Context: an optimization exercise on an open-source flow, tuned for small area, a short achievable clock period and few clock cycles. The choices shown serve that exercise and are no tape-out recipe. Function was checked by simulation only, so behaviour that the tests miss may differ from the original.

## run E
Design cpu, start of the top module:
module cpu(
    input reset_n,
    input clk,
    input mem_ready,
    output logic [31:0] mem_addr,
    output logic [31:0] mem_write_data,
    output logic [3:0] mem_byte_enable,
    output logic mem_write_req,
    output logic mem_read_req,
    input [31:0] mem_read_data,
    input mem_read_data_valid);
==> flow/config.mk <==
export PLATFORM = sky130hd
export DESIGN_NAME = cpu
export DESIGN_NICKNAME = cpu
export VERILOG_FILES = /design/flow/design.v
export SDC_FILE = /design/flow/constraint.sdc
export NUM_CORES = 4
export LEC_CHECK = 0
export ABC_CLOCK_PERIOD_IN_PS = 5000
export CAP_MARGIN = 20
export CORE_MARGIN = 2
export CORE_UTILIZATION = 40
export SETUP_SLACK_MARGIN = 3.5
export SLEW_MARGIN = 20
export TNS_END_PERCENT = 20
==> flow/constraint.sdc <==
create_clock -name core_clock -period 8.0 [get_ports {clk}]
set_input_delay 1.6000 -clock core_clock [delete_from_list [all_inputs] [get_ports {clk}]]
set_output_delay 1.6000 -clock core_clock [all_outputs]
set_load 0.01 [all_outputs]
run.sh (not shown) runs the stock make flow with config.mk's settings and CLKGATE_MAP_FILE= SYNTH_SCRIPT=/design/flow/synth_recipe.tcl, a recipe that flattens the netlist after the stock synthesis.
Testbench counts of run E, summed over its fixed seeds: cycles 121,575.
Here is what was changed in the inputs of run B compared with run E.
--- a/flow/design.v
+++ b/flow/design.v
@@ -47,43 +47,31 @@
     logic [31:0] R;          
     logic e_rok;
     logic [63:0] cycle;
     logic [63:0] instret;
     logic [31:0] rf[1:31];
     logic [32:0] sum33;
     logic [31:0] sum;
     logic ltu, lt;
-    assign sum33 = skadd(A, op2 ^ {32{e_cin}}, e_cin);
+    assign sum33 = ksadd(A, op2 ^ {32{e_cin}}, e_cin);
     assign sum = sum33[31:0];
     assign ltu = ~sum33[32];
     assign lt = (A[31] != op2[31]) ? A[31] : ltu;
     function automatic [32:0] ksadd(input [31:0] a, input [31:0] b, input cin);
         logic [32:0] g, p;
         g = {a & b, cin};
         p = {a ^ b, 1'b0};
         for (int d = 1; d < 33; d = d * 2)
             for (int i = 32; i >= d; i--) begin
                 g[i] = g[i] | (p[i] & g[i - d]);
                 p[i] = p[i] & p[i - d];
             end
         ksadd = {g[32], (a ^ b) ^ g[31:0]};
     endfunction
-    function automatic [32:0] skadd(input [31:0] a, input [31:0] b, input cin);
-        logic [32:0] g, p;
-        g = {a & b, cin};
-        p = {a ^ b, 1'b0};
-        for (int d = 1; d < 33; d = d * 2)
-            for (int i = 32; i >= 0; i--)
-                if ((i % (2 * d)) >= d) begin
-                    g[i] = g[i] | (p[i] & g[(i / (2 * d)) * (2 * d) + d - 1]);
-                    p[i] = p[i] & p[(i / (2 * d)) * (2 * d) + d - 1];
-                end
-        skadd = {g[32], (a ^ b) ^ g[31:0]};
-    endfunction
     function automatic [31:0] rev32(input [31:0] x);
         for (int i = 0; i < 32; i++) rev32[i] = x[31 - i];
     endfunction
     logic [31:0] sh_in, sh_r, sh_res;
     logic [32:0] sh_ext;
     assign sh_in = e_sll ? rev32(A) : A;
     assign sh_ext = $signed({e_sra & A[31], sh_in}) >>> op2[4:0];
     assign sh_r = sh_ext[31:0];
@@ -260,17 +248,17 @@
             3'b111: taken = ~c_ltu;
             default: taken = 1'b0;
         endcase
     end
     logic [31:0] bt;
     logic [31:2] d_tgt;
     logic d_redir, misal, d_ill;
     logic [32:0] bt33;
-    assign bt33 = {1'b0, {pc_n, 2'b00}} + {1'b0, is_jal ? imm_j : (is_auipc ? imm_u : imm_b)};
+    assign bt33 = ksadd({pc_n, 2'b00}, is_jal ? imm_j : (is_auipc ? imm_u : imm_b), 1'b0);
     assign bt = bt33[31:0];
     assign d_tgt = is_jalr ? addr[31:2] : bt[31:2];
     assign misal = is_jalr ? addr[1] : (is_jal ? ni[21] : ni[8]);
     assign d_redir = is_jal || is_jalr || (is_br && taken);
     assign d_ill = ill_dec || (d_redir && misal);
     logic avail, e_free, d_take, take_ok, take_redir, take_mem, take_ill;
     assign avail = qv != 2'd0;
     assign e_free = !e_valid || e_done;
==> comparison <==
Run B | status: complete | timing, DRC, antenna: pass
Of run B and run E, it is run B that has the lower number of buffers inserted to repair setup after CTS.
In terms of sequential fraction of total cell area, run E and run B differ only marginally.
The run showing the greater final cell count is run B.
In the metrics for run B and run E, the one carrying the higher final worst hold slack is run B.
Path length in cells of the critical path on run B is down relative to run E.
Maximum fanout encountered on the critical timing path in run B vs run E: up 7
Number of well taps, run B and run E: higher on run B
Diff run E -> run B: routed wire length -2.1%.
Run B vs run E — wire length on met3 climbed by a few percent
Between run B and run E, the via count is lower for run E.
When the final numbers for run B and run E were put side by side, the transition time of the tightest slew-check pin turned out to be greater in run E.
Testbench counts of run B, summed over its fixed seeds: cycles 121,575.

[static timing again, ports no longer ideal]
The flow's constraints put no driver on any port. The routed layouts listed below were extracted and timed again, unchanged, in two steps.
Step 1 (the two cells are an assumption about what drives the block):
set clk [get_ports {clk}]
set_driving_cell -lib_cell sky130_fd_sc_hd__clkbuf_16 $clk
set_driving_cell -lib_cell sky130_fd_sc_hd__buf_2 [delete_from_list [all_inputs] $clk]
Step 2, shift: input delay + t, output delay - t, t = (earliest + latest rising clock arrival at the registers) / 2. This alone moves slack from input paths to output paths.
Slacks: no drivers / after step 1 / after step 2; pairs: no drivers / after step 1.
run	t (ns)	setup slack, ns	latest minus earliest clock arrival (ns)	worst slew at a driven data input, ns	pins driven straight from the clock port
run E	0.949	2.722 / 2.722 / 2.067	0.098 / 0.098	0.06	1
run B	0.920	2.519 / 2.519 / 2.470	0.094 / 0.095	0.04	1
After both steps every run listed still meets setup and hold. The setup slack of run E, which loses most, moves by 0.000 ns with the drivers and by -0.655 ns with both steps.
